This design comes from an exercise in tuning for small area on the open sky130 flow, not from production work. Function was checked by simulation only, so behaviour that the tests miss may differ from the original. The flow treats the clock pin as an ideal source, which a real chip does not have. Power and IR drop assume default switching activity.

wip/cedar:
==> module clock, before the edit <==
module clock(
    input clk,
    input rst,
    input difficulty,
    output reg mole_tick,
    output fast_tick,
    output [1:0] digit,
    output reg blink,
    output sound_tick
    );
    localparam [15:0] M_37500 = 16'h3f4c;
    localparam [15:0] M_50000 = 16'h0e1f;
    localparam [14:0] B_20000 = 15'h03d7;
    reg [15:0] m;
    reg past;
    reg mole_clk;
    reg [5:0] f;
    reg [1:0] d;
    reg [14:0] b;
    reg [5:0] s;
    wire m_37500 = ((m & 16'hefdf) == (M_37500 & 16'hefdf));
    wire m_wrap = difficulty ? (m_37500 | past) : ((m & 16'hf7fb) == (M_50000 & 16'hf7fb));
    wire b_wrap = ((b & 15'h7fdb) == (B_20000 & 15'h7fdb));
    wire s_wrap = ((s & 6'h1d) == 6'h14);
    always @(posedge clk)
    begin
        if (rst || m_wrap)
            m <= 16'd0;
        else
            m <= {~m[14:0], m[15] ^ m[2]};
        if (rst || m_wrap)
            past <= 1'b0;
        else if (m_37500)
            past <= 1'b1;
        if (rst)
            mole_clk <= 1'b0;
        else if (m_wrap)
            mole_clk <= ~mole_clk;
        mole_tick <= ~rst & m_wrap & ~mole_clk;
        if (rst)
            f <= 6'd0;
        else
            f <= {f[4:0], f[5] ^ f[4] ^ (f[4:0] == 5'd0)};
        if (rst)
            d <= 2'd0;
        else if (fast_tick)
            d <= d + 2'd1;
        if (rst || b_wrap)
            b <= 15'd0;
        else
            b <= {~b[13:0], b[14] ^ b[0]};
        if (rst)
            blink <= 1'b0;
        else if (b_wrap)
            blink <= ~blink;
        if (rst || s_wrap)
            s <= 6'd0;
        else
            s <= {~s[4:0], s[5] ^ s[0]};
    end
    assign fast_tick = (f == 6'h24);
    assign digit = d;
    assign sound_tick = ((s & 6'h2f) == 6'h06);
endmodule
==> module mole, before the edit <==
module mole(
    input enable,
    input clk,
    input rst,
    input tick,
    input reset,
    input difficulty,
    input [4:0] mole,
    output reg [4:0] led,
    output reg blink,
    output reg end_enable,
    output reg start_enable,
    output led_changed
    );
    reg [4:0] i;
    wire i_31 = (i == 5'h15);
    wire i_0 = (i == 5'd0);
    wire i_30 = (i == 5'h1f);
    wire [3:0] pat = {difficulty & mole[3], mole[2:0]};
    wire clr = reset | i_31;
    wire set = ~reset & ~i_31 & ~i_0;
    assign led_changed = tick & (reset | enable) &
        (clr ? led[4] : (set & (~led[4] | (led[3:0] != pat))));
    always @(posedge clk)
    begin
        if (rst)
        begin
            i <= 5'd0;
            blink <= 1'b0;
            led <= 5'd0;
            end_enable <= 1'b0;
            start_enable <= 1'b0;
        end
        else if (tick)
        begin
            if (reset)
            begin
                i <= 5'd0;
                blink <= 1'b0;
                led <= 5'd0;
                end_enable <= 1'b0;
            end
            else if (enable)
            begin
                if (i_31)
                begin
                    end_enable <= ~end_enable;
                    blink <= 1'b1;
                    led <= 5'd0;
                end
                else if (i_0)
                    start_enable <= ~start_enable;
                else
                begin
                    start_enable <= 1'b0;
                    end_enable <= 1'b0;
                    led <= {1'b1, pat};
                end
                i <= i_30 ? 5'h15 : {~i[3:0], i[4] ^ i[1]};
            end
        end
    end
endmodule
Settings: LEC_CHECK=0, CAP_MARGIN=20, CORE_MARGIN=2, CORE_UTILIZATION=70, PLACE_DENSITY=0.8, SLEW_MARGIN=20; clock period 10.0 ns.
standard.sh (not shown) runs the stock make flow with config.mk's settings and CLKGATE_MAP_FILE= SYNTH_SCRIPT=/design/flow/synth_recipe.tcl, a recipe that flattens the netlist after the stock synthesis.
==> flow/flow/run.sh <==
#!/bin/bash
# Layout flow: the standard flow (standard.sh: the standard synthesis and
# ORFS steps, unchanged), with three changes to how the layout is made:
#  - the port buffers are buf_1 instead of ORFS's default choice;
#  - CTS uses clkbuf_4 (root clkbuf_8) and no dummy loads;
#  - after CTS, post_cts.tcl gives the clock buffers whose flip-flop clock
#    pins would see a slow slew a clkbuf_8 instead, and legalizes again.
# Each tool's full output goes to standard.log (and ORFS's own logs under
# orfs/logs).
set -e
export BUFFER_PORTS_ARGS="-buffer_cell sky130_fd_sc_hd__buf_1"
export CTS_ARGS="-sink_clustering_enable -repair_clock_nets -dont_use_dummy_load -root_buf sky130_fd_sc_hd__clkbuf_8 -buf_list sky130_fd_sc_hd__clkbuf_4"
export POST_CTS_TCL="$PWD/flow/post_cts.tcl"
bash standard.sh > standard.log 2>&1
==> flow/flow/post_cts.tcl <==
# After CTS: give each clock buffer that drives flip-flop clock pins with a
# slow slew the next larger clock buffer, then legalize the placement again.
proc my_fix_clock_slew { limit_ns } {
  estimate_parasitics -placement
  set changed 0
  foreach inst [get_cells clkbuf_*] {
    set cell [get_property [get_lib_cells -of_objects $inst] name]
    if { $cell != "sky130_fd_sc_hd__clkbuf_4" } { continue }
    set worst 0
    foreach pin [get_pins -of_objects [get_nets -of_objects [get_pins [get_name $inst]/X]] -filter "direction == input"] {
      set s [get_property $pin slew_max]
      if { $s > $worst } { set worst $s }
    }
    if { $worst > $limit_ns } {
      replace_cell $inst sky130_fd_sc_hd__clkbuf_8
      incr changed
    }
  }
  puts "my_fix_clock_slew: $changed clock buffers upsized"
  return $changed
}
if { [my_fix_clock_slew 0.110] > 0 } {
  detailed_placement
  check_placement -verbose
  estimate_parasitics -placement
}
### wip/cedar -> wip/lagoon
-- flow/design.v --
<<< wip/cedar, line 16
    reg past;
    reg mole_clk;
    reg [5:0] f;
    reg [1:0] d;
    reg [14:0] b;
    reg [5:0] s;
>>> wip/lagoon, line 16
    reg past;
    reg mole_clk;
    reg [7:0] f;
    reg [14:0] b;
    reg [5:0] s;
<<< wip/cedar, line 40
        mole_tick <= ~rst & m_wrap & ~mole_clk;
        if (rst)
            f <= 6'd0;
        else
            f <= {f[4:0], f[5] ^ f[4] ^ (f[4:0] == 5'd0)};
        if (rst)
            d <= 2'd0;
        else if (fast_tick)
            d <= d + 2'd1;
        if (rst || b_wrap)
            b <= 15'd0;
>>> wip/lagoon, line 39
        mole_tick <= ~rst & m_wrap & ~mole_clk;
        if (rst)
            f <= 8'd31;
        else
            f <= f + 8'd1;
        if (rst || b_wrap)
            b <= 15'd0;
<<< wip/cedar, line 60
            s <= {~s[4:0], s[5] ^ s[0]};
    end
    assign fast_tick = (f == 6'h24);
    assign digit = d;
    assign sound_tick = ((s & 6'h2f) == 6'h06);
endmodule
>>> wip/lagoon, line 55
            s <= {~s[4:0], s[5] ^ s[0]};
    end
    assign fast_tick = &f[5:0];
    assign digit = f[7:6];
    assign sound_tick = ((s & 6'h2f) == 6'h06);
endmodule
<<< wip/cedar, line 177
    always @(posedge clk)
    begin
        if (rst)
        begin
            i <= 5'd0;
            blink <= 1'b0;
            led <= 5'd0;
            end_enable <= 1'b0;
            start_enable <= 1'b0;
        end
        else if (tick)
        begin
            if (reset)
            begin
                i <= 5'd0;
>>> wip/lagoon, line 172
    always @(posedge clk)
    begin
        if (tick | rst)
        begin
            if (reset | rst)
            begin
                i <= 5'd0;
<<< wip/cedar, line 193
                led <= 5'd0;
                end_enable <= 1'b0;
            end
            else if (enable)
>>> wip/lagoon, line 180
                led <= 5'd0;
                end_enable <= 1'b0;
                if (rst)
                    start_enable <= 1'b0;
            end
            else if (enable)
Results
wip/lagoon: flow completed, timing, DRC and antenna clean. The lower sequential share of cell area came out of wip/cedar. [compare] base=wip/cedar new=wip/lagoon: fraction of synthesized cell area in xor and xnor cells increased by 0.44 points relative to the old numbers, clock network fraction of design power went down. Higher clock skew among wip/lagoon and wip/cedar: wip/lagoon. Going from wip/cedar to wip/lagoon, routed wire length per instance grew by a few percent. wip/lagoon against wip/cedar: total power draw higher, worst hold slack has remained practically unchanged, share of power burned in combinational logic increased by 5.2 points relative to the old numbers.

Another version of the RTL of whack_a_mole (not shown whole).
Size: roughly 610 cells after synthesis, about 140 flip-flops, ~0.0061 mm² of cells after synthesis.
==> module mole, before the edit <==
module mole(
    input enable,
    input clk,
    input rst,
    input tick,
    input reset,
    input difficulty,
    input [4:0] mole,
    output reg [4:0] led,
    output reg blink,
    output reg end_enable,
    output reg start_enable,
    output led_changed
    );
    reg [4:0] i;
    wire i_31 = (i == 5'h15);
    wire i_0 = (i == 5'd0);
    wire i_30 = (i == 5'h1f);
    wire [3:0] pat = {difficulty & mole[3], mole[2:0]};
    wire clr = reset | i_31;
    wire set = ~reset & ~i_31 & ~i_0;
    assign led_changed = tick & (reset | enable) &
        (clr ? led[4] : (set & (~led[4] | (led[3:0] != pat))));
    always @(posedge clk)
    begin
        if (tick | rst)
        begin
            if (reset | rst)
            begin
                i <= 5'd0;
                blink <= 1'b0;
                led <= 5'd0;
                end_enable <= 1'b0;
                if (rst)
                    start_enable <= 1'b0;
            end
            else if (enable)
            begin
                if (i_31)
                begin
                    end_enable <= ~end_enable;
                    blink <= 1'b1;
                    led <= 5'd0;
                end
                else if (i_0)
                    start_enable <= ~start_enable;
                else
                begin
                    start_enable <= 1'b0;
                    end_enable <= 1'b0;
                    led <= {1'b1, pat};
                end
                i <= i_30 ? 5'h15 : {~i[3:0], i[4] ^ i[1]};
            end
        end
    end
endmodule
==> module sound, before the edit <==
module sound(
    input clk,
    input rst,
    input tick,
    input enable,
    input start_enable,
    input end_enable,
    input god_mode,
    output reg speaker
    );
    localparam [9:0] C_1000 = 10'h2b2;
    reg [9:0] c;
    wire event_v = enable | start_enable | end_enable;
    wire idle = &c;
    wire c_1000 = (c == C_1000);
    always @(posedge clk)
    begin
        if (rst)
        begin
            speaker <= 1'b0;
            c <= 10'h3ff;
        end
        else if (tick)
        begin
            if (event_v)
                c <= 10'd0;
            else if (c_1000)
                c <= 10'h3ff;
            else
                c <= {c[8:0], ~(c[9] ^ c[6])};
            speaker <= (event_v || !(c_1000 || idle)) & ~speaker;
        end
    end
endmodule
clock: 10.0 ns
lec_check: 0
cap_margin: 20
core_margin: 2
core_utilization: 70
place_density: 0.8
slew_margin: 20
Scripts as last shown in full above: flow/flow/run.sh, flow/flow/post_cts.tcl
The baseline completed with no timing, DRC or antenna violations.
Edit:
--- a/flow/design.v
+++ b/flow/design.v
@@ -192,5 +192,8 @@
                 end
                 else if (i_0)
+                begin
                     start_enable <= ~start_enable;
+                    i <= {~i[3:0], i[4] ^ i[1]};
+                end
                 else
                 begin
@@ -198,6 +201,6 @@
                     end_enable <= 1'b0;
                     led <= {1'b1, pat};
+                    i <= i_30 ? 5'h15 : {~i[3:0], i[4] ^ i[1]};
                 end
-                i <= i_30 ? 5'h15 : {~i[3:0], i[4] ^ i[1]};
             end
         end
@@ -390,10 +393,18 @@
         begin
             if (event_v)
+            begin
+                speaker <= ~speaker;
                 c <= 10'd0;
-            else if (c_1000)
+            end
+            else if (c_1000 || idle)
+            begin
+                speaker <= 1'b0;
                 c <= 10'h3ff;
+            end
             else
+            begin
+                speaker <= ~speaker;
                 c <= {c[8:0], ~(c[9] ^ c[6])};
-            speaker <= (event_v || !(c_1000 || idle)) & ~speaker;
+            end
         end
     end
Result:
- The changed run produced a clean layout
- die area goes up by 1.4%
- cell area goes up by 0.82%
- critical path depth goes down by 1
- non-clock buffer count goes down by 1
- combinational power goes up by about 4%
- setup slack gets worse by 0.099 ns
- clock skew goes down by 0.011 ns
- area after synthesis goes up by 1.4%

## what the ideal ports hide
The results above use ideal ports. As a check the final layouts listed here were re-extracted and re-timed, cells and wires unchanged. Step 1 sets driving cells, clkbuf_16 on the clock port and buf_2 on the other inputs (assumed; they add their load-dependent delay and slew). Step 2 times the ports against the registers' clock, not the clock port: input delays grow and output delays shrink by t, the midpoint of the rising clock arrivals with the driver on. a / b / c = no drivers / after step 1 / after step 2; a / b = the first two.
run | t, ns | slack for setup (ns) | worst hold slack (ns) | slew at the worst register clock pin (ns) | pins driven straight from the clock port
wip/cedar | 0.426 | 5.864 / 5.876 / 5.449 | 0.379 / 0.380 / 0.380 | 0.10 / 0.10 | 1
wip/lagoon | 0.408 | 5.854 / 5.865 / 5.457 | 0.377 / 0.377 / 0.377 | 0.11 / 0.11 | 1
the first run of note 2 | 0.417 | 5.806 / 5.811 / 5.394 | 0.387 / 0.387 / 0.387 | 0.11 / 0.11 | 1
the second run of note 2 | 0.424 | 5.706 / 5.720 / 5.296 | 0.378 / 0.378 / 0.378 | 0.11 / 0.11 | 1
After both steps every run listed still meets setup and hold. For wip/cedar, which loses most, drivers alone change the setup slack by +0.012 ns; drivers and shift together by -0.415 ns.
